From an optimization exercise on the open Yosys and OpenROAD flow, aimed at small area and a short achievable clock period; shortcuts taken in it are not production practice. Where RTL was checked, it was by simulation tests only, not by an equivalence proof against the original. The RTL of runs 1 to 5 was laid out without a check of its function. Power figures rest on the tool's default switching activity, not on a simulated workload.

### design/flow/design.v
module alu(
		input  FPUCLK,
		input  [31:0] A, B,
		input  [2:0]  CTRL,
		output reg [31:0] OUT
	);
	wire        v_in = (CTRL[2:1] == 2'b00);
	wire [31:0] ca = {A[30:0], 1'b0}, cb = {B[30:0], 1'b0};
	wire [31:0] cg0 = ca & ~cb, cl0 = ~ca & cb;
	wire [15:0] cg1, cl1;
	wire [7:0]  cg2, cl2;
	wire [3:0]  cg3, cl3;
	wire [1:0]  cg4, cl4;
	genvar ci;
	generate
		for (ci = 0; ci < 16; ci = ci + 1) begin : c1
			assign cg1[ci] = cg0[2*ci+1] | (~cl0[2*ci+1] & cg0[2*ci]);
			assign cl1[ci] = cl0[2*ci+1] | (~cg0[2*ci+1] & cl0[2*ci]);
		end
		for (ci = 0; ci < 8; ci = ci + 1) begin : c2
			assign cg2[ci] = cg1[2*ci+1] | (~cl1[2*ci+1] & cg1[2*ci]);
			assign cl2[ci] = cl1[2*ci+1] | (~cg1[2*ci+1] & cl1[2*ci]);
		end
		for (ci = 0; ci < 4; ci = ci + 1) begin : c3
			assign cg3[ci] = cg2[2*ci+1] | (~cl2[2*ci+1] & cg2[2*ci]);
			assign cl3[ci] = cl2[2*ci+1] | (~cg2[2*ci+1] & cl2[2*ci]);
		end
		for (ci = 0; ci < 2; ci = ci + 1) begin : c4
			assign cg4[ci] = cg3[2*ci+1] | (~cl3[2*ci+1] & cg3[2*ci]);
			assign cl4[ci] = cl3[2*ci+1] | (~cg3[2*ci+1] & cl3[2*ci]);
		end
	endgenerate
	wire        agb  = ~(cl4[1] | (~cg4[1] & cl4[0]));	 
	wire        ageb = ~cl3[3];					 
	wire [7:0]  dab  = A[30:23] - B[30:23];
	wire [7:0]  dba  = B[30:23] - A[30:23];
	wire [7:0]  d    = ageb ? dab : dba;
	wire [4:0]  d5   = (d[7:5] != 3'b000) ? 5'd31 : d[4:0];
	reg  [22:0] ma0, mb0;
	reg  [7:0]  e0;
	reg  [4:0]  d0;
	reg         sa0, sb0, agb0, nagb0, v0;
	always @(posedge FPUCLK) begin
		ma0  <= A[22:0];
		mb0  <= B[22:0];
		e0   <= ageb ? A[30:23] : B[30:23];
		d0   <= d5;
		sa0  <= A[31];
		sb0  <= B[31] ^ CTRL[0];		 
		agb0 <= agb;
		nagb0 <= ~agb;			 
		v0   <= v_in;
	end
	wire [22:0] x1  = agb0 ? ma0 : mb0;	 
	wire [22:0] y1  = nagb0 ? ma0 : mb0;	 
	wire        sub = sa0 ^ sb0;
	wire [23:0] ys1 = {1'b1, y1} >> d0;
	reg  [22:0] xm1;
	reg  [23:0] ym1;
	reg  [7:0]  e1;
	reg         s1, sub1, v1;
	always @(posedge FPUCLK) begin
		xm1  <= x1;
		ym1  <= ys1 ^ {24{sub}};
		e1   <= e0;
		s1   <= agb0 ? sa0 : sb0;
		sub1 <= sub;
		v1   <= v0;
	end
	wire [25:0] sum2 = {2'b01, xm1, 1'b1} + {1'b0, ym1, sub1};
	wire [24:0] r2   = {sum2[25] & ~sub1, sum2[24:1]};
	reg  [24:0] r2q;
	reg  [7:0]  e2;
	reg         s2, v2;
	always @(posedge FPUCLK) begin
		r2q <= r2;
		e2  <= e1 + 8'd2;			 
		s2  <= s1;
		v2  <= v1;
	end
	wire [31:0] lz_in = {r2q, 7'b0};
	wire [15:0] v_1;  wire [15:0] p_1;
	wire [7:0]  v_2;  wire [15:0] p_2;
	wire [3:0]  v_4;  wire [11:0] p_4;
	wire [1:0]  v_8;  wire [7:0]  p_8;
	wire [4:0]  n3;
	genvar gi;
	generate
		for (gi = 0; gi < 16; gi = gi + 1) begin : l1
			assign v_1[gi] = lz_in[2*gi+1] | lz_in[2*gi];
			assign p_1[gi] = ~lz_in[2*gi+1];
		end
		for (gi = 0; gi < 8; gi = gi + 1) begin : l2
			assign v_2[gi] = v_1[2*gi+1] | v_1[2*gi];
			assign p_2[2*gi+1:2*gi] = v_1[2*gi+1] ? {1'b0, p_1[2*gi+1]} : {1'b1, p_1[2*gi]};
		end
		for (gi = 0; gi < 4; gi = gi + 1) begin : l4
			assign v_4[gi] = v_2[2*gi+1] | v_2[2*gi];
			assign p_4[3*gi+2:3*gi] = v_2[2*gi+1] ? {1'b0, p_2[4*gi+3:4*gi+2]} : {1'b1, p_2[4*gi+1:4*gi]};
		end
		for (gi = 0; gi < 2; gi = gi + 1) begin : l8
			assign v_8[gi] = v_4[2*gi+1] | v_4[2*gi];
			assign p_8[4*gi+3:4*gi] = v_4[2*gi+1] ? {1'b0, p_4[6*gi+5:6*gi+3]} : {1'b1, p_4[6*gi+2:6*gi]};
		end
	endgenerate
	assign n3 = v_8[1] ? {1'b0, p_8[7:4]} : {1'b1, p_8[3:0]};
	wire [24:0] t16 = n3[4] ? {r2q[8:0], 16'b0} : r2q;
	wire [24:0] t8  = n3[3] ? {t16[16:0], 8'b0} : t16;
	wire [24:0] t4  = n3[2] ? {t8[20:0], 4'b0}  : t8;
	wire [24:0] t2  = n3[1] ? {t4[22:0], 2'b0}  : t4;
	wire [24:0] t1  = n3[0] ? {t2[23:0], 1'b0}  : t2;
	wire [7:0]  e3  = e2 + {3'b111, ~n3};
	wire        zero = ~(v_8[1] | v_8[0]);		 
	always @(posedge FPUCLK) begin
		if (v2)
			OUT <= {s2 & ~zero, e3 & {8{~zero}}, t1[23:1]};
	end
endmodule
### design/flow/flow/run.sh
#!/bin/bash
set -euo pipefail
bash standard.sh \
  "BUFFER_PORTS_ARGS=-buffer_cell sky130_fd_sc_hd__buf_2" \
  finish > make_finish.log 2>&1
### design/flow/standard.sh
#!/bin/bash
# synth_recipe.tcl (not shown) runs the flow's synth.tcl, then flattens the netlist and writes it again
# the make line also repeats each setting of config.mk as NAME=value (left out here)
make -C /OpenROAD-flow-scripts/flow DESIGN_CONFIG=/design/flow/config.mk WORK_HOME=/design/flow/orfs CLKGATE_MAP_FILE= SYNTH_SCRIPT=/design/flow/synth_recipe.tcl "${@:-finish}"
### design/flow/config.mk
export PLATFORM = sky130hd
export DESIGN_NAME = alu
export DESIGN_NICKNAME = alu
export VERILOG_FILES = /design/flow/design.v
export SDC_FILE = /design/flow/constraint.sdc
export NUM_CORES = 4
export LEC_CHECK = 0
export ABC_AREA = 1
export CAP_MARGIN = 20
export CORE_MARGIN = 2
export CORE_UTILIZATION = 40
export SETUP_SLACK_MARGIN = 3.0
export SLEW_MARGIN = 20
### design/flow/constraint.sdc
create_clock -name core_clock -period 5.5 [get_ports {FPUCLK}]
set_input_delay 1.1000 -clock core_clock [delete_from_list [all_inputs] [get_ports {FPUCLK}]]
set_output_delay 1.1000 -clock core_clock [all_outputs]
set_load 0.01 [all_outputs]
==> metrics list, run 1 <==
- Number of vias in the routed layout: just under 10,000
- TritonCTS built the clock tree.
* Flops & latches, synth: between 150 and 200
* Biggest area consumer among synthesized cells: sky130_fd_sc_hd__dfxtp_1
* Post-detailed-route DRC marker count: 0
- Global routing used about a fifth of the available tracks across all layers.
- Path class of the lowest-slack min-delay path: reg -> reg
- Global-route wire length before repair: about 46,000 um
* Number of iterations in the first detailed-routing pass: 6
- Period Utilization, post-route: between 40% and 50%
- Skew-Pair Late Insertion Delay: roughly 0.44 ns
* R2R Path Start: r2q[8]
- Antenna violations before repair: 1
- Critical Path Source: r2q[8]
- The detailed router finished its first iteration with 722 violations.
- Measured along the x axis, the die boundary spans 168 um.
- Nets: between 1,500 and 2,000
* Run status: no timing/DRC/antenna violations
* MaxCap Viol Count: 0
- Clock tree sinks: 189
- Top cells by area, synth: sky130_fd_sc_hd__dfxtp_1, sky130_fd_sc_hd__nand2_1, sky130_fd_sc_hd__nand3_1
* Cell area after technology mapping: ~0.011 mm^2
* Critical path endpoint category: register
- Of the cells placed in the final design, the portion with a size suffix greater than 1 is between 10% and 20%.
* Initial core utilization: about two fifths
* Top routing layer used: met4
* Number of buffers inserted by port buffering: 99
- End point of the critical path: OUT[29]
* Global route overflow: 0
* Average wire length per cell after detail routing: between 10 and 15 um
* Hold Buf Count CTS: 0
- Counting flops with a built-in enable in the synthesized netlist gives 32.
- RSZ-0062 raised after global routing: true
- Top cell type's share of synthesized area: ~29%
* Largest net degree at the start of global routing: 33
- Pleak: between 0.005 and 0.006 uW
- The initialized floorplan defines 60 standard-cell rows.
* Number of clock buffers inserted by TritonCTS: 17
* Reg2Reg Depth: 17
- CTS built an H-tree with a depth of 4.
- Sequential cell area fraction in the yosys report: about two fifths
* Total wire length after detailed routing: 28,400 um
* Wire length on met2: between 10,000 and 15,000 um
- Number of diodes added for antenna fixing: 0
- Of all flip-flops after synthesis, the portion carrying an async set or reset was 0%.
- Summed over all nets, the half-perimeter wirelength after detailed placement is 21,600 um.
* Critical path launch point type: register
* Pwr Density: roughly 470 mW/mm^2
- Clock-pin slew on the worst setup and hold paths: 0.07 ns
* Count of nets left with antenna violations after detail routing: 0
* Required time of the worst setup path: 5.70 ns
- Setup TNS: 0 ns
* Routed wire length on met3: between 1000 and 1500 um
- In this run the clock root is driven by a sky130_fd_sc_hd__clkbuf_16.
- Vias per std cell: between 5 and 6
- At the pin with the least slew margin, the transition time is about 0.78 ns.
- Across the VDD grid, the largest voltage drop is roughly 0.00019 V.
* Final Hold Fails: 0
* Area Growth Syn to Fin: 16.6%
- For this run, the top clock speed supported by timing is just under 400 MHz.
- Counting I/O delays and the setup requirement, the final critical path takes about 2.6 ns.
- Once layout is complete, the utilization of the core stands at between 40% and 50%.
- Final Wtd Congestion: a little over 0.9
* Number of distinct standard cells referenced by the synthesized netlist: 49
- Setup violations remaining at the end of the flow were counted as 0.
* FF-to-FF setup slack: 2.95 ns
- Of all nets on the critical path, the largest fanout is 3.
* Cells after synthesis: 1,475
* Start-to-end type of the worst setup path: reg -> reg
* Critical path arrival: 2.75 ns
* Warning count from the yosys run: 1
* Mean cell area of the mapped netlist: between 7 and 8 um^2
- Leaving out fill and tap cells, the most frequent cell in the layout is sky130_fd_sc_hd__nand2_1.
* # IOs: 100
- In this run the critical register-to-register path is captured at OUT[29].
* Final Max Tran Viols: 0
* Post-Route Skew: roughly 0.02 ns
- The number of nets in the synthesized netlist is between 1,500 and 2,000.
- Via count of the first global-routing pass: 9,447
* Floorplan die area: ~0.028 mm^2
- The total area inside the core boundary comes to 0.0267 mm^2.
- Measured against its own limit, the worst slew margin works out to approximately 48%.
- Height of the die: ~170 um
- Length of routed wiring on met1: approximately 13,000 um
* Main flop type after synthesis: sky130_fd_sc_hd__dfxtp_1
* Maximum buffer depth of the clock tree: 2
- In the layout the commonest cells are sky130_fd_sc_hd__nand2_1, sky130_fd_sc_hd__nand3_1, sky130_fd_sc_hd__dfxtp_1.
## cell usage after synthesis (5+ instances only)
master	count
sky130_fd_sc_hd__clkbuf_1	21
sky130_fd_sc_hd__a21oi_1	61
sky130_fd_sc_hd__ha_1	47
sky130_fd_sc_hd__nand3_1	266
sky130_fd_sc_hd__edfxtp_1	32
sky130_fd_sc_hd__nand2_1	395
sky130_fd_sc_hd__buf_4	7
sky130_fd_sc_hd__buf_1	7
sky130_fd_sc_hd__a31oi_1	5
sky130_fd_sc_hd__o22ai_1	8
sky130_fd_sc_hd__xnor2_1	8
sky130_fd_sc_hd__nor3_1	15
sky130_fd_sc_hd__nand4_1	8
sky130_fd_sc_hd__buf_2	14
sky130_fd_sc_hd__nand2_2	5
sky130_fd_sc_hd__xor2_1	49
sky130_fd_sc_hd__nor2_1	105
sky130_fd_sc_hd__o21bai_1	5
sky130_fd_sc_hd__mux2_2	22
sky130_fd_sc_hd__dfxtp_1	157
sky130_fd_sc_hd__nand3b_1	7
sky130_fd_sc_hd__o211ai_1	11
sky130_fd_sc_hd__inv_2	6
sky130_fd_sc_hd__o21ai_0	43
sky130_fd_sc_hd__o21ai_1	7
sky130_fd_sc_hd__o21a_1	8
sky130_fd_sc_hd__inv_1	122
## sequential cells by signal (all words and copies together) (netlist names)
name / flops
v1: 1
agb0: 1
nagb0: 1
s1: 1
ym1: 24
OUT: 32
sb0: 1
r2q: 25
ma0: 23
e2: 8
s2: 1
d0: 5
e1: 8
v0: 1
sa0: 1
sub1: 1
e0: 8
xm1: 23
mb0: 23
v2: 1
## layer usage
layer / vias to the layer above / track usage (%)
met5: - / 0
met4: 0 / 7.45
met3: 61 / 3.13
met2: 252 / 33.5
met1: 4429 / 26.8
li1: 5094 / -
## area by class of cell
class                   instances  area [um^2]
clock buffers                  18          429
clock inverters                14          124
fillers                      2671        14100
inverters                     129          524
multi-input cells            1110         6210
flip-flops and latches        189         4130
well taps                     341          427
repair buffers                125          697
repair inverters                1         5.00
## repair_timing
item,in CTS,in global routing
resized for setup,28,41
pin swaps,13,18
endpoints found under the setup margin,15,54
cloned,3,2
buffers inserted,13,8
endpoints found under the hold margin,0,0
## critical path, stage by stage (launching register included)
cell and delay (ns):
sky130_fd_sc_hd__dfxtp_2 0.36, sky130_fd_sc_hd__nor2_4 0.13, sky130_fd_sc_hd__nand2_2 0.11, sky130_fd_sc_hd__inv_2 0.08, sky130_fd_sc_hd__nand2_1 0.05, sky130_fd_sc_hd__nand2_1 0.07, sky130_fd_sc_hd__o21ai_0 0.14, sky130_fd_sc_hd__nand2_2 0.14
sky130_fd_sc_hd__a21oi_4 0.08, sky130_fd_sc_hd__ha_4 0.16, sky130_fd_sc_hd__fa_2 0.34, sky130_fd_sc_hd__nand2_2 0.07, sky130_fd_sc_hd__inv_2 0.04, sky130_fd_sc_hd__o21ai_2 0.16, sky130_fd_sc_hd__a21oi_2 0.09, sky130_fd_sc_hd__nor2_2 0.12
sky130_fd_sc_hd__a21oi_1 0.07, sky130_fd_sc_hd__o21a_1 0.12
## how the worst min path moves through the flow
| stage | startpoint | end | slack, ns | cells past startpoint |
|---|---|---|---|---|
| 2_1_floorplan | e0[0] | e1[0] | 0.31 | 0 |
| 3_3_place_gp | e0[3] | e1[3] | 0.31 | 0 |
| 3_5_place_dp | e0[3] | e1[3] | 0.31 | 0 |
| 4_1_cts | e0[3] | e1[3] | 0.33 | 0 |
| 5_1_grt | s1 | s2 | 0.34 | 0 |
| 6_report | s1 | s2 | 0.32 | 0 |
## cells by family (layout without fill, tap and decap cells)
kind of cell | count (synthesis) | after routing | synth area share [%]
compound gates | 164 | 165 | 9.06
fa+ha+maj | 51 | 51 | 6.21
flops | 189 | 189 | 38.2
mux | 22 | 22 | 2.30
xor+xnor | 57 | 57 | 4.64
buf+inv | 180 | 287 | 6.85
simple gates | 812 | 815 | 32.8
## power breakdown
part           switching (uW)  internal [uW]  total [uW]
registers                 238           1800        2040
logic                    1740            982        2730
clock network             580            597        1180
total                    2560           3380        5950
## metrics by stage
step	setup slack, ns	instances	hold slack (ns)	power [uW]	cell area, um^2
global placement	2.29	1869	0.310	4540	11600
finish	2.95	1927	0.320	5950	12500
CTS	2.96	1917	0.329	5840	12300
global route	2.82	1927	0.338	6390	12500
floorplan	2.98	1475	0.310	3880	10900
detailed placement	2.21	1869	0.312	4530	11600
==> run 2, diff against run 1 <==
--- a/design/flow/config.mk
+++ b/design/flow/config.mk
@@ -10,4 +10,4 @@
 export CORE_MARGIN = 2
 export CORE_UTILIZATION = 40
-export SETUP_SLACK_MARGIN = 3.0
+export SETUP_SLACK_MARGIN = 2.9
 export SLEW_MARGIN = 20
==> metrics list, run 2 <==
- After synthesis, the most frequently instantiated cells are sky130_fd_sc_hd__nand2_1, sky130_fd_sc_hd__nand3_1, sky130_fd_sc_hd__dfxtp_1, sky130_fd_sc_hd__inv_1, sky130_fd_sc_hd__nor2_1.
- The met3 usage is 2.84% (-0.28 points).
* Area used by multi-input combinational logic: 0.00611 mm^2 (-1.6%)
* Number of vias in the routed layout: 9,904 (+0.69%)
- The number of max-cap violations came to 0 (unchanged).
- The number of H-tree levels came to 4 (unchanged).
- The kind of cell with the highest combined delay along the critical path is simple AND/OR/NAND/NOR gates.
- Of all cell types, the one taking the most synthesized area is sky130_fd_sc_hd__dfxtp_1.
- Hold_ws: 0.322 ns (+0.00220 ns)
- Overall die width: 168 um (unchanged)
- Height of the die: 168 um (unchanged)
- The via density per instance came to 5.14 (+0.69%).
- Cell with the biggest individual delay on the critical path: sky130_fd_sc_hd__dfxtp_2
- Walking the worst path, the cells encountered are nor2_4 > nand2_4 > nor2_8 > nand2_8 > o21ai_4 > a21oi_4 > ha_2 > fa_2 > nand2_1 > inv_1 > o21ai_2 > a21oi_2 > nor2_1 > a21oi_1 > o21a_1.
- The number of nets in the layout came to 1,692 (unchanged).
* Critical path endpoint category: register
- Worst Path Max Fanout: 11 (+8)
* Path class of the lowest-slack min-delay path: reg -> reg
- Reg2Reg Depth: 15 (-2)
- Sequential cell area fraction in the yosys report: 38.2% (unchanged)
- Setup violators final: 0 (unchanged)
- RSZ-0062 raised after global routing: true
* Most used cells in the layout excluding fill and tap cells: sky130_fd_sc_hd__nand2_1, sky130_fd_sc_hd__nand3_1, sky130_fd_sc_hd__dfxtp_1
* Area taken by flip-flops and latches: 0.00412 mm^2 (-0.21%)
* Number of fill cells in the layout: 2,669 (-0.075%)
- Switching share of total power: 42.7% (-0.44 points)
* Antenna violations before repair: 1 (unchanged)
- Number of logic stages on the critical path including buffering: 15 (-2)
* Max FFs per register: 32 (unchanged)
- # IOs: 100 (unchanged)
- Hold Buf Count CTS: 0 (unchanged)
- Setup TNS: 0 ns (unchanged)
- Cell area after technology mapping: 0.0108 mm^2 (unchanged)
- The largest registers in the layout are OUT x32, r2q x25, ym1 x24.
- The data required time at the worst endpoint was 5.69 ns (about the same).
- The number of global-route vias before repair is 9,390 (-0.60%).
- The post-synthesis average cell area was 7.29 um^2 (unchanged).
- The pin count of the biggest net entering global routing came to 33 (unchanged).
- The internal cell power was 3410 uW (+0.73%).
- The share of synthesized registers carrying an async set or reset is 0% (unchanged).
* Critical path arrival: 2.85 ns (+0.10 ns)
- Warning count from the yosys run: 1 (unchanged)
- First DRT Iteration DRCs: 732 (+1.4%)
- The total number of clock tree sinks was 189 (unchanged).
- Maximum achievable frequency: 376 MHz (-4.0%)
* Count leader, synth: sky130_fd_sc_hd__nand2_1
- Worst-Margin Slew: 0.953 ns (+0.169 ns)
- The number of different library cells in the post-synthesis netlist came to 49 (unchanged).
- Final Wtd Congestion: 0.924 (-0.57%)
- Average wire length per cell after detail routing: 14.4 um (-2.1%)
* Most utilized layer in the global route result: met2
- Maximum VDD drop: 0.000190 V (-2.1%)
- The area fraction of the dominant cell type after synthesis was 29.2% (unchanged).
- The combined buffer and inverter count along the critical path came to 1 (-1).
* Met1 Track Usage GR: 25.6% (-1.2 points)
- Number of clock buffers inserted by TritonCTS: 17 (unchanged)
* Final period demand of the worst path: 2.66 ns (+0.106 ns)
* Main flop type after synthesis: sky130_fd_sc_hd__dfxtp_1
- Number of diodes added for antenna fixing: 0 (unchanged)
- The clock slew seen by the registers of the worst setup and hold paths is 0.08 ns (about the same).
- Number of buffers inserted by port buffering: 99 (unchanged)
- Start-to-end type of the worst setup path: reg -> reg
- Relative contribution of the clock network to total power: 20.8% (+1.0 points)
* Count of nets left with antenna violations after detail routing: 0 (unchanged)
* CTS tree: built
- Relative to the synthesized area, the layout overhead comes to 16.1%.
- Pleak: 0.00592 uW (+0.86%)
- Post-detailed-route DRC marker count: 0 (unchanged)
- Fraction of layout cells with a size suffix above 1: 15.4% (-1.7 points)
* Skew-Pair Late Insertion Delay: 0.44 ns (about the same)
* Final standard cell utilization of the core: 46.9% (-0.19 points)
- Root Buffer: sky130_fd_sc_hd__clkbuf_16
- Critical path launch point type: register
* Total routing resource utilization after global routing: 20.1% (-0.17 points)
- The number of register bits inferred by synthesis was 189 (unchanged).
* Final HPWL DP: 21,500 um (-0.74%)
* Syn nets: 1,594 (unchanged)
- The clock skew after layout was 0.0158 ns (-0.00437 ns).
* Part of the power in combinational logic: 45.1% (-0.7 points)
- The number of standard-cell rows in the floorplan is 60 (unchanged).
* Total wire length after detailed routing: 27,800 um (-2.1%)
* Final Max Tran Viols: 0 (unchanged)
- The global-route wire length before repair was 45,700 um (-0.99%).
- Cells after synthesis: 1,475 (unchanged)
* Net switching power of the design: 2540 uW (-1.1%)
* Final Hold Fails: 0 (unchanged)
* Cell count of the worst hold path: 0 (unchanged)
- Period Utilization, post-route: 48.3% (+1.9 points)
* Number of synthesized flops with an enable pin: 32 (unchanged)
* Number of iterations in the first detailed-routing pass: 9 (+3)
- The register share of total power is 34.0% (-0.4 points).
- Met2 Resource Use GR: 34.8% (+1.4 points)
* Global route overflow: 0 (unchanged)
* Core footprint: 0.0267 mm^2 (unchanged)
* Relative slew margins: 36.5% (-11 points)
- Critical path's largest stage delay: 0.34 ns (-0.02 ns)
- Leaving out fill and tap cells, the most frequent cell in the layout is sky130_fd_sc_hd__nand2_1.
- The area of the die came to 0.0282 mm^2 (unchanged).
- The number of buffers between clock root and the deepest sink is 2 (unchanged).
- The run finished with no timing, DRC or antenna violations.
- The starting density of the core was 40.4% (unchanged).
- More flip-flops sit in one register than any other, and that register is OUT.
- Pwr Density: 476 mW/mm^2 (+0.36%)
- Top cells by area, synth: sky130_fd_sc_hd__dfxtp_1, sky130_fd_sc_hd__nand2_1, sky130_fd_sc_hd__nand3_1
==> run 2: routing by layer <==
| layer | share of wire (%) | vias up | wire, um |
|---|---|---|---|
| met2 | 48 | 243 | 13200 |
| met5 | 0.047 | - | 13 |
| met4 | 2.8 | 2 | 780 |
| li1 | - | 5092 | - |
| met1 | 46 | 4513 | 12700 |
| met3 | 3.8 | 54 | 1050 |
==> run 2: repair_timing <==
item / in CTS / in global routing
pin swaps: 5 / 16
setup endpoints to repair: 13 / 44
gates cloned: 3 / 2
resized for setup: 14 / 40
buffers inserted: 6 / 15
==> run 2: cell type report <==
| cell class | instances | share of cell area (%) |
|---|---|---|
| clock buffer | 18 | 3.52 |
| clock inverter | 14 | 1.35 |
| inverter | 129 | 3.94 |
| multi-input combinational | 1110 | 48.9 |
| sequential | 189 | 32.9 |
| tap | 341 | 3.42 |
| timing repair buffer | 126 | 5.89 |
==> run 2: worst paths after layout <==
path | start | end | slack, ns
min | v1 | v2 | 0.32
min reg2reg | v1 | v2 | 0.32
max reg2reg | r2q[24] | OUT[29] | 2.84
max | r2q[24] | OUT[29] | 2.84
==> run 2: stage by stage <==
stage	worst slack [ns]	area, um^2	total power, uW	std cells
CTS	2.77	12200	5810	1910
finish	2.84	12500	5940	1927
detailed placement	2.20	11500	4500	1869
global route	2.69	12500	6420	1927
floorplan	2.86	10800	3860	1475
global placement	2.30	11500	4510	1869
==> run 2: power groups by stage <==
| stage | clock network [uW] | registers, uW | logic [uW] |
|---|---|---|---|
| floorplan | 0 | 1980 | 1880 |
| global route | 1320 | 2070 | 3040 |
| finish | 1240 | 2020 | 2680 |
| global placement | 0 | 2030 | 2470 |
| detailed placement | 0 | 2040 | 2460 |
| CTS | 1260 | 2010 | 2540 |
==> run 2: cells by family after synthesis <==
kind of cell / count (synthesis) / synth area share (%)
simple gates: 812 / 32.8
flops: 189 / 38.2
buf+inv: 180 / 6.85
compound gates: 164 / 9.06
xor+xnor: 57 / 4.64
fa+ha+maj: 51 / 6.21
mux: 22 / 2.30
==> run 3, diff against run 2 <==
--- a/design/flow/config.mk
+++ b/design/flow/config.mk
@@ -10,4 +10,4 @@
 export CORE_MARGIN = 2
 export CORE_UTILIZATION = 40
-export SETUP_SLACK_MARGIN = 2.9
+export SETUP_SLACK_MARGIN = 3.1
 export SLEW_MARGIN = 20
==> metrics list, run 3 <==
- Xor-xnor portion of the synthesized cell area: 4.64% (unchanged)
- The total congestion overflow after global routing came to 0 (unchanged).
* Overall die width: 168 um (unchanged)
- The count of endpoints failing hold in the final timing report is 0 (unchanged).
- Multiplexer share of the synthesized area: 2.30% (unchanged)
- Skew-Pair Late Insertion Delay: 0.44 ns (about the same)
- Most flop-heavy register: OUT
* Height of the die: 168 um (unchanged)
* Root Buffer: sky130_fd_sc_hd__clkbuf_16
- The clock network fraction of total power came to 19.7% (-1.1 points).
- The number of standard-cell rows in the floorplan was 60 (unchanged).
- The post-layout worst setup margin came to 2.98 ns (+0.133 ns).
* Top cells by area, synth: sky130_fd_sc_hd__dfxtp_1, sky130_fd_sc_hd__nand2_1, sky130_fd_sc_hd__nand3_1
- Number of buffers inserted by port buffering: 99 (unchanged)
- Switching share of total power: 43.0% (+0.37 points)
* Int Pwr: 3400 uW (-0.37%)
- Critical Path Source: r2q[19]
- Antenna violations before repair: 1 (unchanged)
- The peak fanout along the critical path was 5 (-6).
- The via count is 9,894 (-0.10%).
- The arrival time of the worst setup path was 2.71 ns (-0.14 ns).
* Required time of the worst setup path: 5.69 ns (about the same)
* Clock-pin slew on the worst setup and hold paths: 0.07 ns (about the same)
* Fraction of the mapped netlist area in compound gates: 9.06% (unchanged)
- Syn nets: 1,594 (unchanged)
- The post-synthesis adder-cell area fraction was 6.21% (unchanged).
* Core footprint: 0.0267 mm^2 (unchanged)
* Number of distinct standard cells referenced by the synthesized netlist: 49 (unchanged)
* Most used cells in the layout excluding fill and tap cells: sky130_fd_sc_hd__nand2_1, sky130_fd_sc_hd__nand3_1, sky130_fd_sc_hd__dfxtp_1
* Worst-Margin Slew: 0.783 ns (-0.170 ns)
* Sequential cell area fraction in the yosys report: 38.2% (unchanged)
- The number of top-level design ports came to 100 (unchanged).
* Part of the power in combinational logic: 45.9% (+0.8 points)
* CTS tree: built
- The number of global-route vias before repair was 9,487 (+1.0%).
- Critical path launch point type: register
- The register share of total power was 34.3% (+0.3 points).
- Cell area after technology mapping: 0.0108 mm^2 (unchanged)
* Maximum buffer depth of the clock tree: 2 (unchanged)
- Dpl cell area: 0.0116 mm^2 (+0.73%)
- The average detailed-routed wire length per instance came to 14.8 um (+2.3%).
* FF-to-FF setup slack: 2.98 ns (+0.13 ns)
* Critical path endpoint category: register
- The post-route setup TNS is 0 ns (unchanged).
- The area of the die was 0.0282 mm^2 (unchanged).
* Final Wtd Congestion: 0.930 (+0.57%)
* Ys async rst share: 0% (unchanged)
- Largest registers: OUT x32, r2q x25, ym1 x24
- Flops & latches, synth: 189 (unchanged)
* Clock tree sinks: 189 (unchanged)
- CTS HTree Levels: 4 (unchanged)
- The most used flip-flop cell after synthesis is sky130_fd_sc_hd__dfxtp_1.
- The worst relative slew slack came to 47.8% (+11 points).
* Fraction of layout cells with a size suffix above 1: 18.2% (+2.7 points)
- The via density per instance is 5.12 (-0.41%).
* Worst setup timing slack at the placement stage: 2.21 ns (+0.00711 ns)
* Most common cell after layout, fill and taps aside: sky130_fd_sc_hd__nand2_1
- Count of nets left with antenna violations after detail routing: 0 (unchanged)
- Area Growth Syn to Fin: 17.2%
* Final period demand of the worst path: 2.52 ns (-0.133 ns)
- The count of hold buffers inserted by post-cts repair is 0 (unchanged).
* Nets: 1,698 (+0.35%)
* Biggest area consumer among synthesized cells: sky130_fd_sc_hd__dfxtp_1
- Initial core utilization: 40.4% (unchanged)
* Pleak: 0.00589 uW (-0.51%)
* Maximum achievable frequency: 396 MHz (+5.3%)
- Max FFs per register: 32 (unchanged)
* RSZ-0062 raised after global routing: true
- Final Max Tran Viols: 0 (unchanged)
* Period Utilization, post-route: 45.9% (-2.4 points)
- Number of cells after detailed placement: 1,869 (unchanged)
- Number of iterations in the first detailed-routing pass: 5 (-4)
* Cells after synthesis: 1,475 (unchanged)
- Final HPWL DP: 21,600 um (+0.74%)
- MaxCap Viol Count: 0 (unchanged)
* Post-Route Skew: 0.0184 ns (+0.00262 ns)
- Tot Pwr: 5960 uW (+0.28%)
- Number of clock buffers inserted by TritonCTS: 17 (unchanged)
- The number of warnings printed during yosys synthesis is 1 (unchanged).
- First DRT Iteration DRCs: 678 (-7.4%)
* Capture point of the worst reg-to-reg path: OUT[29]
- The overall global routing resource usage came to 20.3% (+0.25 points).
- Top cell type's share of synthesized area: 29.2% (unchanged)
* Start-to-end type of the worst setup path: reg -> reg
* Count leader, synth: sky130_fd_sc_hd__nand2_1
- The total inserted antenna cells was 0 (unchanged).
- The critical path ends at OUT[29].
- Maximum VDD drop: 0.000193 V (+1.6%)
* Reg2Reg Depth: 15 (unchanged)
- Path class of the lowest-slack min-delay path: reg -> reg
- Setup violators final: 0 (unchanged)
* Synth top cells by count: sky130_fd_sc_hd__nand2_1, sky130_fd_sc_hd__nand3_1, sky130_fd_sc_hd__dfxtp_1, sky130_fd_sc_hd__inv_1, sky130_fd_sc_hd__nor2_1
- The total power divided by cell area came to 473 mW/mm^2 (-0.66%).
- Mean cell area of the mapped netlist: 7.29 um^2 (unchanged)
* R2R Path Start: r2q[19]
* Layout Cell Area excl Fill: 0.0126 mm^2 (+0.94%)
- The post-synthesis simple-gate area fraction was 32.8% (unchanged).
- The post-detailed-route DRC marker count is 0 (unchanged).
* Number of cells in the finished layout apart from fillers: 1,933 (+0.31%)
* Net switching power of the design: 2560 uW (+1.2%)
* Global-route wire length before repair: 46,400 um (+1.4%)
* Main combinational cell family by area after synthesis: simple AND/OR/NAND/NOR gates
- Run status: no timing/DRC/antenna violations
* Number of synthesized flops with an enable pin: 32 (unchanged)
- Total wire length after detailed routing: 28,500 um (+2.7%)
- Largest net degree at the start of global routing: 33 (unchanged)
## run 3: cell counts after synthesis
No cell type changed its count.
## run 3: how the worst min path moves through the flow
stage,to,slack (ns),depth (start not counted),startpoint
after floorplan,e1[0],0.31,0,e0[0]
after global placement,e1[3],0.31,0,e0[3]
after detailed placement,e1[3],0.31,0,e0[3]
after CTS,e1[3],0.33,0,e0[3]
after global routing,s2,0.34,0,s1
final,s2,0.32,0,s1
## run 3: stage by stage
stage               hold WS, ns  util [%]
global route              0.338      47.3
CTS                       0.329      46.5
floorplan                 0.310         -
detailed placement        0.312      43.4
finish                    0.324      47.3
global placement          0.310      43.4
## run 3: area by class of cell
cell class                      instances  area [um^2]
Clock buffer                           18          429
Clock inverter                         14          124
Multi-Input combinational cell       1110         6240
Sequential cell                       189         4130
Tap cell                              341          427
Timing Repair Buffer                  130          734
Inverter                              129          519
Fill cell                            2655        14000
Timing Repair inverter                  2         15.0
## run 3: cell families (layout without fill, tap and decap cells)
group / after synthesis / after routing
muxes: 22 / 22
buffers and inverters: 180 / 293
DFF: 189 / 189
adders and majority gates: 51 / 51
AOI/OAI and AO/OA: 164 / 165
xor gates and xnor gates: 57 / 57
and+or+nand+nor: 812 / 815
## run 3: metal layers
layer | up-vias | global-route usage (%) | routed length (um)
li1 | 5101 | - | -
met1 | 4468 | 26.8 | 13300
met2 | 268 | 33.7 | 12900
met3 | 57 | 3.17 | 1400
met4 | 0 | 7.52 | 933
met5 | - | 0 | 0
## run 3: worst max-delay path: stages, from the launching register on
cell and delay (ns):
sky130_fd_sc_hd__dfxtp_2 0.34, sky130_fd_sc_hd__nor2_4 0.13, sky130_fd_sc_hd__nand2_4 0.08, sky130_fd_sc_hd__nor2_8 0.23, sky130_fd_sc_hd__nand2_8 0.08, sky130_fd_sc_hd__o21ai_4 0.16, sky130_fd_sc_hd__a21oi_4 0.06, sky130_fd_sc_hd__ha_4 0.16
sky130_fd_sc_hd__fa_2 0.34, sky130_fd_sc_hd__nand2_2 0.07, sky130_fd_sc_hd__inv_2 0.04, sky130_fd_sc_hd__o21ai_2 0.17, sky130_fd_sc_hd__a21oi_2 0.10, sky130_fd_sc_hd__nor2_2 0.11, sky130_fd_sc_hd__a21oi_1 0.07, sky130_fd_sc_hd__o21a_1 0.12
## run 3: what timing repair did
action                     4_1_cts  5_1_grt
setup endpoints to repair       26       33
cloned                           3        3
buffers inserted                15       11
pin swaps                       16       20
gates resized for setup         45       39
## run 3: power by group through the flow
stage / Clock (uW) / Combinational [uW] / Sequential, uW
after floorplan: 0 / 1890 / 1980
after global placement: 0 / 2510 / 2030
after detailed placement: 0 / 2500 / 2030
after CTS: 1200 / 2650 / 2030
after global routing: 1260 / 3080 / 2080
final: 1180 / 2740 / 2040
==> run 4, diff against run 3 <==
--- a/design/flow/config.mk
+++ b/design/flow/config.mk
@@ -10,4 +10,4 @@
 export CORE_MARGIN = 2
 export CORE_UTILIZATION = 40
-export SETUP_SLACK_MARGIN = 3.1
+export SETUP_SLACK_MARGIN = 3.2
 export SLEW_MARGIN = 20
==> metrics list, run 4 <==
- Number of buffers inserted by port buffering: 99 (unchanged)
* Post-detailed-route DRC marker count: 0 (unchanged)
* Area taken by flip-flops and latches: 0.00413 mm^2 (unchanged)
* Most flop-heavy register: OUT
* Mean cell area of the mapped netlist: 7.29 um^2 (unchanged)
* Average wire length per cell after detail routing: 14.9 um (+1.1%)
- Worst-Margin Slew: 0.786 ns (+0.00391 ns)
- Total wire length after detailed routing: 29,000 um (+1.7%)
- The post-synthesis instance area came to 0.0108 mm^2 (unchanged).
- Total routing resource utilization after global routing: 20.5% (+0.19 points)
- Vias per std cell: 5.14 (+0.39%)
- Start-to-end type of the worst setup path: reg -> reg
* Pleak: 0.00602 uW (+2.3%)
- sky130_fd_sc_hd__dfxtp_1 takes more of the synthesized area than any other cell.
* Cell count of the worst hold path: 0 (unchanged)
* Critical path arrival: 2.70 ns (about the same)
- The fraction of final layout cells with drive strength greater than 1 came to 18.8% (+0.60 points).
- Sequential cell area fraction in the yosys report: 38.2% (unchanged)
- The area of the core was 0.0267 mm^2 (unchanged).
- The gate count after technology mapping is 1,475 (unchanged).
* Tot Pwr: 6190 uW (+3.9%)
- The number of register bits inferred by synthesis came to 189 (unchanged).
- The peak fanout along the critical path was 4 (-1).
- The number of top-level design ports came to 100 (unchanged).
* Most used cells in the layout excluding fill and tap cells: sky130_fd_sc_hd__nand2_1, sky130_fd_sc_hd__nand3_1, sky130_fd_sc_hd__dfxtp_1
* Final period demand of the worst path: 2.50 ns (-0.0198 ns)
- The count of endpoints failing hold in the final timing report was 0 (unchanged).
- The number of buffers between clock root and the deepest sink came to 2 (unchanged).
- Final Max Tran Viols: 0 (unchanged)
* Ys async rst share: 0% (unchanged)
- The clock skew after layout was 0.00880 ns (-0.00961 ns).
- The most common cell in the synthesized netlist is sky130_fd_sc_hd__nand2_1.
- The number of enable-type register cells in the synthesized netlist came to 32 (unchanged).
- Main flop type after synthesis: sky130_fd_sc_hd__dfxtp_1
* Maximum achievable frequency: 399 MHz (+0.79%)
- The core utilization of the finished layout came to 48.5% (+1.2 points).
- TritonCTS built the clock tree.
- The via count was 9,999 (+1.1%).
- The initial detailed-routing violation count was 644 (-5.0%).
- The final HPWL from detailed placement is 21,700 um (+0.18%).
* Area Growth Syn to Fin: 20.1%
- Synth top cells by count: sky130_fd_sc_hd__nand2_1, sky130_fd_sc_hd__nand3_1, sky130_fd_sc_hd__dfxtp_1, sky130_fd_sc_hd__inv_1, sky130_fd_sc_hd__nor2_1
- Top cells by area, synth: sky130_fd_sc_hd__dfxtp_1, sky130_fd_sc_hd__nand2_1, sky130_fd_sc_hd__nand3_1
* Number of diodes added for antenna fixing: 0 (unchanged)
* Setup TNS: 0 ns (unchanged)
- The number of global-route vias before repair came to 9,581 (+0.99%).
- Floorplan die area: 0.0282 mm^2 (unchanged)
* Global-route wire length before repair: 46,900 um (+1.1%)
* Most common cell after layout, fill and taps aside: sky130_fd_sc_hd__nand2_1
* Number of iterations in the first detailed-routing pass: 5 (unchanged)
- The total congestion overflow after global routing came to 0 (unchanged).
- The number of standard-cell rows in the floorplan is 60 (unchanged).
* Warning count from the yosys run: 1 (unchanged)
- The final worst-path cycle share is 45.5% (-0.36 points).
* Number of clock buffers inserted by TritonCTS: 17 (unchanged)
- The clock slew seen by the registers of the worst setup and hold paths came to 0.07 ns (about the same).
* Number of fill cells in the layout: 2,631 (-0.90%)
- Setup ws final: 3.00 ns (+0.0198 ns)
- Initial core utilization: 40.4% (unchanged)
* Maximum VDD drop: 0.000204 V (+5.5%)
- Syn nets: 1,594 (unchanged)
- Clock tree sinks: 189 (unchanged)
- Max FFs per register: 32 (unchanged)
- The remaining antenna violation count after routing was 0 (unchanged).
- The pin count of the biggest net entering global routing came to 33 (unchanged).
- The routability congestion estimate was 0.945 (+1.7%).
* Hold_ws: 0.327 ns (+0.00261 ns)
* MaxCap Viol Count: 0 (unchanged)
- In this run the clock root is driven by a sky130_fd_sc_hd__clkbuf_16.
* Worst setup timing slack at the placement stage: 2.21 ns (+0.00382 ns)
* RSZ-0062 raised after global routing: true
- Nets: 1,711 (+0.77%)
- Area used by multi-input combinational logic: 0.00632 mm^2 (+1.3%)
- Relative slew margins: 47.5% (-0.26 points)
* Run status: no timing/DRC/antenna violations
* Height of the die: 168 um (unchanged)
- The area fraction of the dominant cell type after synthesis is 29.2% (unchanged).
- The overall die width came to 168 um (unchanged).
* Number of distinct standard cells referenced by the synthesized netlist: 49 (unchanged)
- Skew-Pair Late Insertion Delay: 0.43 ns (about the same)
- The number of H-tree levels is 4 (unchanged).
* Setup violators final: 0 (unchanged)
* Antenna violations before repair: 0 (-1)
- Reg2Reg Depth: 16 (+1)
- The largest registers in the layout are OUT x32, r2q x25, ym1 x24.
* Critical path launch point type: register
- The min-delay analysis places its worst path in the category reg -> reg.
- Required time of the worst setup path: 5.69 ns (about the same)
* Critical path endpoint category: register
- Pwr Density: 480 mW/mm^2 (+1.5%)
==> run 4: final timing paths <==
path              startpoint      end  slack (ns)
setup / recovery     r2q[19]  OUT[29]        3.00
hold reg to reg        e0[3]    e1[3]        0.33
setup reg to reg     r2q[19]  OUT[29]        3.00
hold / removal         e0[3]    e1[3]        0.33
==> run 4: per-layer routing <==
layer  share of wire, %  global-route usage, %
met5                  0                      0
met4                2.8                   7.60
met3                4.3                   2.89
met2                 46                   34.1
met1                 47                   27.2
==> run 4: layout make-up <==
| class | count | share of cell area (%) |
|---|---|---|
| timing repair buffer | 142 | 6.71 |
| inverter | 129 | 4.02 |
| clock buffer | 22 | 3.68 |
| tap | 341 | 3.30 |
| sequential | 189 | 31.9 |
| timing repair inverter | 2 | 0.116 |
| multi-input combinational | 1111 | 48.9 |
| clock inverter | 10 | 1.34 |
==> run 4: repair_timing <==
item,4_1_cts,5_1_grt
buffers inserted,21,16
hold buffers,0,0
cloned,4,3
setup endpoints to repair,42,57
gates resized for setup,47,52
pin swaps,22,27
==> run 4: cells by family after synthesis <==
kind of cell,after synthesis,share of synthesized area [%]
AND/OR/NAND/NOR,812,32.8
flip-flops,189,38.2
buffers and inverters,180,6.85
AO/OA/AOI/OAI,164,9.06
XOR/XNOR,57,4.64
adder cells (fa/ha/maj),51,6.21
multiplexers,22,2.30
==> run 4: report_power, final <==
group / internal (uW) / switching, uW / leakage [uW]
Clock: 809 / 539 / 0.000309
Combinational: 1020 / 1790 / 0.00409
Sequential: 1810 / 232 / 0.00162
==> run 4: critical path: stages, from the launching register on <==
cell,delay [ns]
sky130_fd_sc_hd__dfxtp_1,0.35
sky130_fd_sc_hd__nor2_4,0.13
sky130_fd_sc_hd__nand2_4,0.08
sky130_fd_sc_hd__nor2_8,0.21
sky130_fd_sc_hd__buf_12,0.15
sky130_fd_sc_hd__nand2_8,0.06
sky130_fd_sc_hd__inv_8,0.08
sky130_fd_sc_hd__a21oi_4,0.06
sky130_fd_sc_hd__ha_4,0.16
sky130_fd_sc_hd__fa_2,0.35
sky130_fd_sc_hd__nand2_2,0.07
sky130_fd_sc_hd__inv_2,0.04
sky130_fd_sc_hd__o21ai_2,0.14
sky130_fd_sc_hd__a21oi_2,0.09
sky130_fd_sc_hd__nor2_2,0.11
sky130_fd_sc_hd__a21oi_1,0.07
sky130_fd_sc_hd__o21a_1,0.11
==> run 4: per-stage QoR <==
| stage | instances | cell area (um^2) |
|---|---|---|
| floorplan | 1475 | 10900 |
| global placement | 1870 | 11600 |
| detailed placement | 1870 | 11600 |
| CTS | 1927 | 12600 |
| global route | 1946 | 12900 |
| finish | 1946 | 12900 |
==> run 5, diff against run 4 <==
--- a/design/flow/config.mk
+++ b/design/flow/config.mk
@@ -10,4 +10,4 @@
 export CORE_MARGIN = 2
 export CORE_UTILIZATION = 40
-export SETUP_SLACK_MARGIN = 3.2
+export SETUP_SLACK_MARGIN = 3.3
 export SLEW_MARGIN = 20
==> metrics list, run 5 <==
- Mean cell area of the mapped netlist: 7.29 um^2 (unchanged)
* Switching share of total power: 43.0% (+1.7 points)
* RSZ-0062 raised after global routing: true
- The pin slew with the least headroom to its limit was 0.682 ns (-0.104 ns).
* Net switching power of the design: 2630 uW (+2.7%)
* Post-detailed-route DRC marker count: 0 (unchanged)
- Rows: 60 (unchanged)
* Relative contribution of the clock network to total power: 19.5% (-2.3 points)
- TritonCTS built the clock tree.
* Average wire length per cell after detail routing: 15.0 um (+0.40%)
* Fraction of layout cells with a size suffix above 1: 20.3% (+1.6 points)
- The share of power burned in combinational logic was 47.1% (+1.8 points).
- Vias per std cell: 5.18 (+0.90%)
- Hold Buf Count CTS: 0 (unchanged)
- Area Growth Syn to Fin: 20.5%
* Ys async rst share: 0% (unchanged)
- The number of different library cells in the post-synthesis netlist came to 49 (unchanged).
* Global route overflow: 0 (unchanged)
* Clock tree sinks: 189 (unchanged)
- Core footprint: 0.0267 mm^2 (unchanged)
- The library cell used most frequently in the layout, excluding fill and tap cells, is sky130_fd_sc_hd__nand2_1.
- Root Buffer: sky130_fd_sc_hd__clkbuf_16
- The overall global routing resource usage came to 20.9% (+0.42 points).
* Main flop type after synthesis: sky130_fd_sc_hd__dfxtp_1
* Warning count from the yosys run: 1 (unchanged)
* Final HPWL DP: 21,600 um (-0.37%)
- Top cell type's share of synthesized area: 29.2% (unchanged)
- The global-route wire length before repair came to 47,600 um (+1.4%).
- Start-to-end type of the worst setup path: reg -> reg
- The post-place setup slack is 2.20 ns (-0.0146 ns).
- The reg-to-reg setup timing slack is 3.00 ns (about the same).
- The pin count of the biggest net entering global routing is 33 (unchanged).
* Cells after synthesis: 1,475 (unchanged)
* Overall die width: 168 um (unchanged)
- Reg2Reg Depth: 16 (unchanged)
- Nets: 1,721 (+0.58%)
- The clock slew seen by the registers of the worst setup and hold paths was 0.07 ns (about the same).
- Total wire length after detailed routing: 29,300 um (+0.92%)
- STA classifies the critical path startpoint as a register.
* CTS HTree Levels: 4 (unchanged)
- The number of global-route vias before repair was 9,677 (+1.0%).
* Number of clock buffers inserted by TritonCTS: 17 (unchanged)
* First DRT Iteration DRCs: 814 (+26%)
* Number of fill cells in the layout: 2,680 (+1.9%)
- The peak fanout along the critical path is 4 (unchanged).
* Number of vias in the routed layout: 10,141 (+1.4%)
- Critical Path Source: r2q[23]
* Maximum VDD drop: 0.000171 V (-16%)
* Flops & latches, synth: 189 (unchanged)
- The total power divided by cell area is 471 mW/mm^2 (-1.7%).
* Most used cells in the layout excluding fill and tap cells: sky130_fd_sc_hd__nand2_1, sky130_fd_sc_hd__nand3_1, sky130_fd_sc_hd__dfxtp_1
- Flop pwr share: 33.4% (+0.5 points)
- The detailed-router iteration count before antenna repair came to 5 (unchanged).
- Max FFs per register: 32 (unchanged)
- Number of synthesized flops with an enable pin: 32 (unchanged)
- Largest registers: OUT x32, r2q x25, ym1 x24
- The remaining antenna violation count after routing is 0 (unchanged).
* Count leader, synth: sky130_fd_sc_hd__nand2_1
* Number of buffers inserted by port buffering: 99 (unchanged)
- The post-synthesis instance area came to 0.0108 mm^2 (unchanged).
- The arrival time of the worst setup path was 2.69 ns (about the same).
- Path class of the lowest-slack min-delay path: reg -> reg
- Maximum buffer depth of the clock tree: 2 (unchanged)
- Number of diodes added for antenna fixing: 0 (unchanged)
- Period Utilization, post-route: 45.4% (-0.12 points)
- The worst register-to-register path begins at r2q[23].
- The initial antenna violation count is 1 (+1).
- # IOs: 100 (unchanged)
- Capture point of the worst reg-to-reg path: OUT[29]
* Most flop-heavy register: OUT
- Yosys attributes the largest share of cell area to sky130_fd_sc_hd__dfxtp_1, sky130_fd_sc_hd__nand2_1, sky130_fd_sc_hd__nand3_1.
- The worst relative slew slack came to 54.5% (+7.0 points).
- The net count after synthesis is 1,594 (unchanged).
* End point of the critical path: OUT[29]
- Setup violators final: 0 (unchanged)
- sky130_fd_sc_hd__dfxtp_1 takes more of the synthesized area than any other cell.
- The routability congestion estimate is 0.934 (-1.2%).
* Skew-Pair Late Insertion Delay: 0.44 ns (about the same)
- The clock skew after layout is 0.0152 ns (+0.00643 ns).
- The static leakage power is 0.00602 uW (about the same).
* Synth top cells by count: sky130_fd_sc_hd__nand2_1, sky130_fd_sc_hd__nand3_1, sky130_fd_sc_hd__dfxtp_1, sky130_fd_sc_hd__inv_1, sky130_fd_sc_hd__nor2_1
- The internal cell power was 3480 uW (-4.3%).
* Final Hold Fails: 0 (unchanged)
* Setup TNS: 0 ns (unchanged)
- Sequential cell area fraction in the yosys report: 38.2% (unchanged)
- The starting density of the core was 40.4% (unchanged).
- Maximum achievable frequency: 400 MHz (+0.27%)
- The run finished with no timing, DRC or antenna violations.
- Critical path endpoint category: register
- The count of final max-slew check failures was 0 (unchanged).
* Height of the die: 168 um (unchanged)
- The clock period minus final worst setup slack came to 2.50 ns (-0.00676 ns).
- MaxCap Viol Count: 0 (unchanged)
- Floorplan die area: 0.0282 mm^2 (unchanged)
- Required time of the worst setup path: 5.69 ns (about the same)
- The post-layout worst setup margin is 3.00 ns (+0.00676 ns).
-- run 5: cell count changes in the layout (fill, tap and decap cells not counted), moves of 4 or more --
cell                        before  now
sky130_fd_sc_hd__buf_4          39   46
sky130_fd_sc_hd__bufinv_16       4    0
sky130_fd_sc_hd__dfxtp_1       143  139
sky130_fd_sc_hd__inv_1         115  110
sky130_fd_sc_hd__inv_2           7   12
sky130_fd_sc_hd__inv_8           2    6
sky130_fd_sc_hd__o21ai_0        40   36
-- run 5: worst min path at each step --
stage | from | slack, ns | depth (start not counted) | endpoint
after floorplan | e0[0] | 0.31 | 0 | e1[0]
after global placement | v0 | 0.31 | 0 | v1
after detailed placement | e0[7] | 0.31 | 0 | e1[7]
after CTS | e0[7] | 0.33 | 0 | e1[7]
after global routing | e0[1] | 0.33 | 0 | e1[1]
final | e0[1] | 0.32 | 0 | e1[1]
-- run 5: layer usage --
metal	part of all wire, %	vias to the layer above	GRT usage, %
met3	5.3	60	3.17
met5	0	-	0
met2	47	332	35.3
li1	-	5150	-
met4	2.7	0	7.75
met1	45	4599	27.2
-- run 5: power by group through the flow --
stage / sequential (uW) / clock (uW) / combinational [uW]
2_1_floorplan: 1980 / 0 / 1900
3_3_place_gp: 2030 / 0 / 2500
3_5_place_dp: 2030 / 0 / 2490
4_1_cts: 2030 / 1210 / 2730
5_1_grt: 2070 / 1280 / 3220
6_report: 2040 / 1190 / 2880
-- run 5: critical path, stage by stage (launching register included) --
cell and delay (ns):
sky130_fd_sc_hd__dfxtp_2 0.35, sky130_fd_sc_hd__nor2_4 0.14, sky130_fd_sc_hd__nand2_4 0.09, sky130_fd_sc_hd__nor2_8 0.20, sky130_fd_sc_hd__buf_12 0.14, sky130_fd_sc_hd__nand2_8 0.06
sky130_fd_sc_hd__inv_8 0.07, sky130_fd_sc_hd__a21oi_4 0.06, sky130_fd_sc_hd__ha_4 0.17, sky130_fd_sc_hd__fa_2 0.34, sky130_fd_sc_hd__nand2_2 0.07, sky130_fd_sc_hd__inv_2 0.04
sky130_fd_sc_hd__o21ai_2 0.13, sky130_fd_sc_hd__a21oi_2 0.09, sky130_fd_sc_hd__nor2_2 0.10, sky130_fd_sc_hd__a21oi_1 0.07, sky130_fd_sc_hd__o21a_1 0.12
-- run 5: per-stage QoR --
| stage | hold WS, ns | std cells | cell area [um^2] | util (%) | power (uW) |
|---|---|---|---|---|---|
| final | 0.324 | 1956 | 13000 | 48.6 | 6110 |
| after global routing | 0.331 | 1956 | 13000 | 48.6 | 6570 |
| after CTS | 0.329 | 1943 | 12700 | 47.8 | 5970 |
| after detailed placement | 0.312 | 1869 | 11600 | 43.4 | 4520 |
| after global placement | 0.311 | 1869 | 11600 | 43.4 | 4530 |
| after floorplan | 0.310 | 1475 | 10900 | - | 3880 |
-- run 5: cells by family after synthesis --
kind of cell	share of synthesized area (%)
and+or+nand+nor	32.8
DFF	38.2
buffers and inverters	6.85
xor gates and xnor gates	4.64
adders and majority gates	6.21
muxes	2.30
AOI/OAI and AO/OA	9.06
-- run 5: layout make-up --
| cell class | instances | area, um^2 | area share (%) |
|---|---|---|---|
| Timing Repair inverter | 2 | 15.0 | 0.116 |
| Clock buffer | 18 | 439 | 3.39 |
| Multi-Input combinational cell | 1112 | 6350 | 49.0 |
| Sequential cell | 189 | 4130 | 31.9 |
| Inverter | 129 | 526 | 4.05 |
| Timing Repair Buffer | 151 | 956 | 7.37 |
| Clock inverter | 14 | 120 | 0.927 |
| Tap cell | 341 | 427 | 3.29 |
-- run 5: repair_timing --
item | CTS | global route
resized for setup | 75 | 42
pin swaps | 38 | 15
hold endpoints to repair | 0 | 0
setup buffers | 35 | 12
setup endpoints to repair | 57 | 67
gates cloned | 7 | 1
==> run 6, diff against run 5 <==
--- a/design/flow/design.v
+++ b/design/flow/design.v
@@ -3,5 +3,5 @@
 		input  [31:0] A, B,
 		input  [2:0]  CTRL,
-		output reg [31:0] OUT
+		output [31:0] OUT
 	);
 	wire        v_in = (CTRL[2:1] == 2'b00);
@@ -112,7 +112,12 @@
 	wire [7:0]  e3  = e2 + {3'b111, ~n3};
 	wire        zero = ~(v_8[1] | v_8[0]);		 
+	reg  [31:0] res3;
+	reg         z3;
 	always @(posedge FPUCLK) begin
-		if (v2)
-			OUT <= {s2 & ~zero, e3 & {8{~zero}}, t1[23:1]};
+		if (v2) begin
+			res3 <= {s2, e3, t1[23:1]};
+			z3   <= zero;
+		end
 	end
+	assign OUT = {res3[31:23] & {9{~z3}}, res3[22:0]};
 endmodule
==> metrics list, run 6 <==
- Warning count from the yosys run: 1 (unchanged)
* Number of fill cells in the layout: 2,745 (+2.4%)
- The share of synthesized registers carrying an async set or reset came to 0% (unchanged).
* Core footprint: 0.0267 mm^2 (+0.28%)
- The worst relative slew slack came to 49.8% (-4.7 points).
* Clock-pin slew on the worst setup and hold paths: 0.07 ns (about the same)
- The XOR/XNOR share of the synthesized area is 4.61% (-0.029 points).
- Final HPWL DP: 20,500 um (-5.1%)
- Final Wtd Congestion: 0.951 (+1.8%)
- Most flop-heavy register: res3
- The pin slew with the least headroom to its limit was 0.752 ns (+0.0700 ns).
- Cells along the critical path: buf_6 > nor2_1 > buf_2
- The post-synthesis simple-gate area fraction is 28.9% (-3.9 points).
- Cells after synthesis: 1,514 (+2.6%)
* Area Growth Syn to Fin: 19.5%
- Cell with the biggest individual delay on the critical path: sky130_fd_sc_hd__edfxtp_1
- Setup violators final: 0 (unchanged)
- RSZ-0062 raised after global routing: true
- The initial antenna violation count came to 1 (unchanged).
- # IOs: 100 (unchanged)
- Average wire length per cell after detail routing: 13.7 um (-8.3%)
- The post-synthesis adder-cell area fraction was 5.76% (-0.45 points).
* Critical path arrival: 1.23 ns (-1.46 ns)
- Part of the power in combinational logic: 44.7% (-2.4 points)
- Mean cell area of the mapped netlist: 7.15 um^2 (-2.0%)
* Cell area after technology mapping: 0.0108 mm^2 (+0.63%)
* Number of iterations in the first detailed-routing pass: 6 (+1)
- The clock network fraction of total power is 20.7% (+1.2 points).
- CTS placed an instance of sky130_fd_sc_hd__clkbuf_16 at the clock tree root.
* Max FFs per register: 32 (unchanged)
- Largest net degree at the start of global routing: 47 (+42%)
- The total power consumption of the routed design is 5930 uW (-3.0%).
* Period Utilization, post-route: 42.4% (-3.0 points)
- Main flop type after synthesis: sky130_fd_sc_hd__dfxtp_1
- The clock latency of the later-clocked register in the worst-skew pair is 0.44 ns (about the same).
* Via count of the first global-routing pass: 9,232 (-4.6%)
- CTS tree: built
- The final-layout worst hold slack was 0.330 ns (+0.00564 ns).
- Synth top cells by count: sky130_fd_sc_hd__nand2_1, sky130_fd_sc_hd__nand3_1, sky130_fd_sc_hd__inv_1, sky130_fd_sc_hd__dfxtp_1, sky130_fd_sc_hd__o21ai_0
- The via density per instance came to 4.99 (-3.8%).
- The worst register-to-register path ends at res3[29].
- The compound-cell area share of the yosys netlist was 12.3% (+3.3 points).
- Number of clock buffers inserted by TritonCTS: 17 (unchanged)
- The highest achievable clock rate was 429 MHz (+7.0%).
- The critical path is of the reg -> out type.
- Biggest area consumer among synthesized cells: sky130_fd_sc_hd__dfxtp_1
- The number of buffers between clock root and the deepest sink was 2 (unchanged).
* FF-to-FF setup slack: 3.34 ns (+0.34 ns)
- Reg2Reg Depth: 18 (+2)
* Global-route wire length before repair: 43,700 um (-8.2%)
* Post-detailed-route DRC marker count: 0 (unchanged)
- The delay of the slowest cell on the worst path was 0.42 ns (+0.07 ns).
- Number of vias in the routed layout: 9,730 (-4.1%)
* First DRT Iteration DRCs: 610 (-25%)
* Syn nets: 1,630 (+2.3%)
- The fraction of final layout cells with drive strength greater than 1 was 20.1% (-0.24 points).
- Int Pwr: 3480 uW (-0.13%)
- The data required time at the worst endpoint was 4.40 ns (-1.29 ns).
* Floorplan die area: 0.0284 mm^2 (+0.61%)
- Flops & latches, synth: 190 (+0.53%)
- The number of max-cap violations was 0 (unchanged).
- The worst setup path is launched from a register.
- The count of final max-slew check failures is 0 (unchanged).
- Pleak: 0.00610 uW (+1.2%)
- Clock tree sinks: 190 (+0.53%)
* Critical hold path startpoint: e0[3]
* CP bufs+invs: 2 (-1)
- R2R Path Start: r2q[16]
* Main combinational cell family by area after synthesis: simple AND/OR/NAND/NOR gates
* Final Hold Fails: 0 (unchanged)
- The switching power came to 2450 uW (-6.7%).
- The mux cell area share after synthesis came to 0.301% (-2.0 points).
* Setup ws final: 3.17 ns (+0.164 ns)
* Number of buffers inserted by port buffering: 99 (unchanged)
- Nets: 1,712 (-0.52%)
* Path class of the lowest-slack min-delay path: reg -> reg
* Flop pwr share: 34.6% (+1.2 points)
- The total power divided by cell area came to 458 mW/mm^2 (-2.8%).
- The maximum ir drop on the vdd rail came to 0.000196 V (+15%).
- Top cells by area, synth: sky130_fd_sc_hd__dfxtp_1, sky130_fd_sc_hd__nand2_1, sky130_fd_sc_hd__edfxtp_1
- The remaining antenna violation count after routing came to 0 (unchanged).
- The post-place setup slack is 2.52 ns (+0.320 ns).
- Most common cell after layout, fill and taps aside: sky130_fd_sc_hd__nand2_1
- Number of diodes added for antenna fixing: 0 (unchanged)
- Post-Route Skew: 0.0118 ns (-0.00340 ns)
- Switching share of total power: 41.3% (-1.7 points)
- The clock period minus final worst setup slack was 2.33 ns (-0.164 ns).
- In the post-synthesis netlist, the cell with the most instances is sky130_fd_sc_hd__nand2_1.
- The cell count of the worst hold path came to 0 (unchanged).
* Critical path's top delay family: flip-flops
- The number of H-tree levels was 4 (unchanged).
- The largest registers in the layout are res3 x32, r2q x25, ym1 x24.
- Top cell type's share of synthesized area: 29.0% (-0.18 points)
* Initial core utilization: 40.5% (+0.14 points)
* Most used cells in the layout excluding fill and tap cells: sky130_fd_sc_hd__nand2_1, sky130_fd_sc_hd__nand3_1, sky130_fd_sc_hd__inv_1
- Total wire length after detailed routing: 26,800 um (-8.5%)
- The run finished with no timing, DRC or antenna violations.
- Sequential cell area fraction in the yosys report: 38.2% (+0.039 points)
- Number of synthesized flops with an enable pin: 33 (+3.1%)
- The total congestion overflow after global routing came to 0 (unchanged).
* Setup TNS: 0 ns (unchanged)
* Overall die width: 169 um (+0.31%)
* Height of the die: 169 um (+0.31%)
* Endpoint of the worst hold-timing path: e1[3]
- Critical path endpoint category: output port
- Worst Path Max Fanout: 7 (+3)
* Total routing resource utilization after global routing: 18.9% (-2.1 points)
* Rows: 60 (unchanged)
- The number of different library cells in the post-synthesis netlist was 51 (+4.1%).
## run 6: worst max path at each step
stage | depth (start not counted) | from | endpoint | slack (ns)
2_1_floorplan | 11 | A[23] | d0[0] | 3.11
3_3_place_gp | 14 | B[27] | d0[4] | 2.59
3_5_place_dp | 14 | B[27] | d0[3] | 2.52
4_1_cts | 3 | z3 | OUT[30] | 3.15
5_1_grt | 3 | z3 | OUT[24] | 3.13
6_report | 3 | z3 | OUT[29] | 3.17
## run 6: logic make-up (layout without fill, tap and decap cells)
| logic type | Yosys count | count (layout) |
|---|---|---|
| DFF | 190 | 190 |
| buffers and inverters | 249 | 341 |
| and+or+nand+nor | 733 | 736 |
| adders and majority gates | 48 | 48 |
| AOI/OAI and AO/OA | 234 | 234 |
| xor gates and xnor gates | 57 | 57 |
| muxes | 3 | 3 |
## run 6: final cells by class
| cell class | count | area, um^2 | area share [%] |
|---|---|---|---|
| Timing Repair Buffer | 134 | 830 | 6.41 |
| Sequential cell | 190 | 4160 | 32.1 |
| Tap cell | 341 | 427 | 3.30 |
| Clock buffer | 21 | 480 | 3.71 |
| Multi-Input combinational cell | 1078 | 6190 | 47.9 |
| Inverter | 172 | 706 | 5.45 |
| Clock inverter | 11 | 121 | 0.938 |
| Timing Repair inverter | 3 | 23.8 | 0.184 |
## run 6: per-layer routing
layer	vias up	routed length, um	GRT usage [%]
li1	5086	-	-
met1	4369	12100	23.2
met2	215	12900	32.8
met3	58	984	3.04
met4	2	870	8.13
met5	-	10	0
## run 6: power by group through the flow
| stage | Sequential (uW) | Clock [uW] | Combinational [uW] |
|---|---|---|---|
| 6_report | 2050 | 1230 | 2650 |
| 5_1_grt | 2090 | 1320 | 2980 |
| 4_1_cts | 2030 | 1260 | 2500 |
| 3_5_place_dp | 2050 | 0 | 2390 |
| 3_3_place_gp | 2040 | 0 | 2390 |
| 2_1_floorplan | 1960 | 0 | 1970 |
## run 6: per-stage QoR
| step | util, % | cell area (um^2) | instances |
|---|---|---|---|
| after detailed placement | 43.1 | 11500 | 1880 |
| after global placement | 43.1 | 11500 | 1880 |
| after CTS | 46.4 | 12400 | 1934 |
| after floorplan | - | 11000 | 1514 |
| final | 48.4 | 12900 | 1950 |
| after global routing | 48.4 | 12900 | 1950 |
## run 6: timing repair
action,in CTS,in global routing
cloned,5,1
endpoints found under the setup margin,71,75
gates resized for setup,52,111
hold buffers,0,0
endpoints found under the hold margin,0,0
pin swaps,22,42
setup buffers,17,15
==> run 7, diff against run 6 <==
--- a/design/flow/config.mk
+++ b/design/flow/config.mk
@@ -10,4 +10,4 @@
 export CORE_MARGIN = 2
 export CORE_UTILIZATION = 40
-export SETUP_SLACK_MARGIN = 3.3
+export SETUP_SLACK_MARGIN = 3.0
 export SLEW_MARGIN = 20
==> metrics list, run 7 <==
- Post-detailed-route DRC marker count: 0 (unchanged)
- The via count came to 9,680 (-0.51%).
- Capture point of the worst reg-to-reg path: ym1[3]
- The number of max-cap violations came to 0 (unchanged).
- Cell area after technology mapping: 0.0108 mm^2 (unchanged)
- Endpoint of the worst hold-timing path: e1[3]
- The number of nets in the layout came to 1,694 (-1.1%).
- Hold Buf Count CTS: 0 (unchanged)
- Top cell type's share of synthesized area: 29.0% (unchanged)
- Final Wtd Congestion: 0.924 (-2.9%)
- Number of synthesized flops with an enable pin: 33 (unchanged)
- The worst setup path is launched from a register.
- Int Pwr: 3410 uW (-1.8%)
- Final Hold Fails: 0 (unchanged)
* Synth top cells by count: sky130_fd_sc_hd__nand2_1, sky130_fd_sc_hd__nand3_1, sky130_fd_sc_hd__inv_1, sky130_fd_sc_hd__dfxtp_1, sky130_fd_sc_hd__o21ai_0
- The average detailed-routed wire length per instance was 13.7 um (-0.14%).
- Most flop-heavy register: res3
- The clock slew seen by the registers of the worst setup and hold paths is 0.07 ns (about the same).
- Sorting the synthesized cells by area gives the leading types as sky130_fd_sc_hd__dfxtp_1, sky130_fd_sc_hd__nand2_1, sky130_fd_sc_hd__edfxtp_1.
- Relative contribution of the clock network to total power: 21.6% (+0.9 points)
- The net count after synthesis came to 1,630 (unchanged).
* Setup TNS: 0 ns (unchanged)
- The number of register bits inferred by synthesis is 190 (unchanged).
- Layout Cell Area excl Fill: 0.0123 mm^2 (-5.3%)
- Setup ws final: 3.09 ns (-0.0775 ns)
- Leaving out fill and tap cells, the most frequent cells in the layout are sky130_fd_sc_hd__nand2_1, sky130_fd_sc_hd__nand3_1, sky130_fd_sc_hd__inv_1.
- The share of power burned in combinational logic is 43.3% (-1.4 points).
- The tightest min-delay check is of the reg -> reg type.
* Total routing resource utilization after global routing: 18.9% (+0.027 points)
* Required time of the worst setup path: 5.81 ns (+1.41 ns)
- TritonCTS built the clock tree.
- The flow ran to the end and the layout has no timing, DRC or antenna violations.
* Global-route wire length before repair: 43,800 um (+0.32%)
* Largest registers: res3 x32, r2q x25, ym1 x24
-- run 7: area by class of cell --
class                   instances  area [um^2]
repair inverters                2         12.5
fillers                      2711        14500
repair buffers                117          634
clock buffers                  20          437
well taps                     341          427
flip-flops and latches        190         4140
inverters                     172          667
clock inverters                11          159
multi-input cells            1078         5770
-- run 7: kinds of logic (layout without fill, tap and decap cells) --
| group | after synthesis | after routing | synth area share, % |
|---|---|---|---|
| xor gates and xnor gates | 57 | 57 | 4.61 |
| buffers and inverters | 249 | 322 | 9.92 |
| muxes | 3 | 3 | 0.301 |
| AOI/OAI and AO/OA | 234 | 234 | 12.3 |
| adders and majority gates | 48 | 48 | 5.76 |
| DFF | 190 | 190 | 38.2 |
| and+or+nand+nor | 733 | 736 | 28.9 |
-- run 7: timing repair --
| action | in CTS | in global routing |
|---|---|---|
| buffers inserted | 2 | 13 |
| setup endpoints to repair | 52 | 38 |
| pin swaps | 2 | 11 |
| resized for setup | 12 | 46 |
| gates cloned | 1 | 4 |
-- run 7: critical path, delay by kind of cell, from the launching register on --
family / cells / cell delay [ns]
AND/OR/NAND/NOR: 7 / 0.88
buffers and inverters: 1 / 0.65
flip-flops: 1 / 0.65
AO/OA/AOI/OAI: 1 / 0.11
-- run 7: power groups by stage --
| stage | Combinational [uW] | Sequential (uW) | Clock [uW] |
|---|---|---|---|
| 3_5_place_dp | 2360 | 2040 | 0 |
| 2_1_floorplan | 1940 | 1950 | 0 |
| 3_3_place_gp | 2360 | 2030 | 0 |
| 5_1_grt | 2850 | 2060 | 1340 |
| 4_1_cts | 2410 | 2010 | 1280 |
| 6_report | 2500 | 2020 | 1250 |
-- run 7: through the flow --
stage	utilization [%]	hold slack, ns
2_1_floorplan	-	0.310
3_3_place_gp	42.4	0.312
3_5_place_dp	42.4	0.312
4_1_cts	44.9	0.329
5_1_grt	45.8	0.333
6_report	45.8	0.327
-- run 7: worst max path at each step --
stage                       start       end  slack, ns  cells past startpoint
after global placement      A[26]     d0[4]       2.19                     15
after global routing        B[28]     d0[1]       2.97                     14
after CTS                 r2q[13]  res3[29]       2.97                     18
final                       d0[1]    ym1[3]       3.09                      9
after floorplan             A[23]     d0[0]       3.01                     11
after detailed placement    B[28]     d0[1]       2.13                     14
-- run 7: per-layer routing --
| metal | vias up | part of all wire (%) | GRT usage (%) |
|---|---|---|---|
| met5 | - | 0 | 0 |
| li1 | 5030 | - | - |
| met4 | 0 | 3.3 | 7.61 |
| met2 | 235 | 47 | 32.5 |
| met1 | 4357 | 46 | 23.9 |
| met3 | 58 | 3.3 | 2.67 |

Check on run 7: ideal ports give 3.089 ns setup slack; a clkbuf_16 on the clock port and buf_2 on the inputs give 3.089 ns; moving port delays by the midpoint clock arrival (0.476 ns) as well gives 2.652 ns.
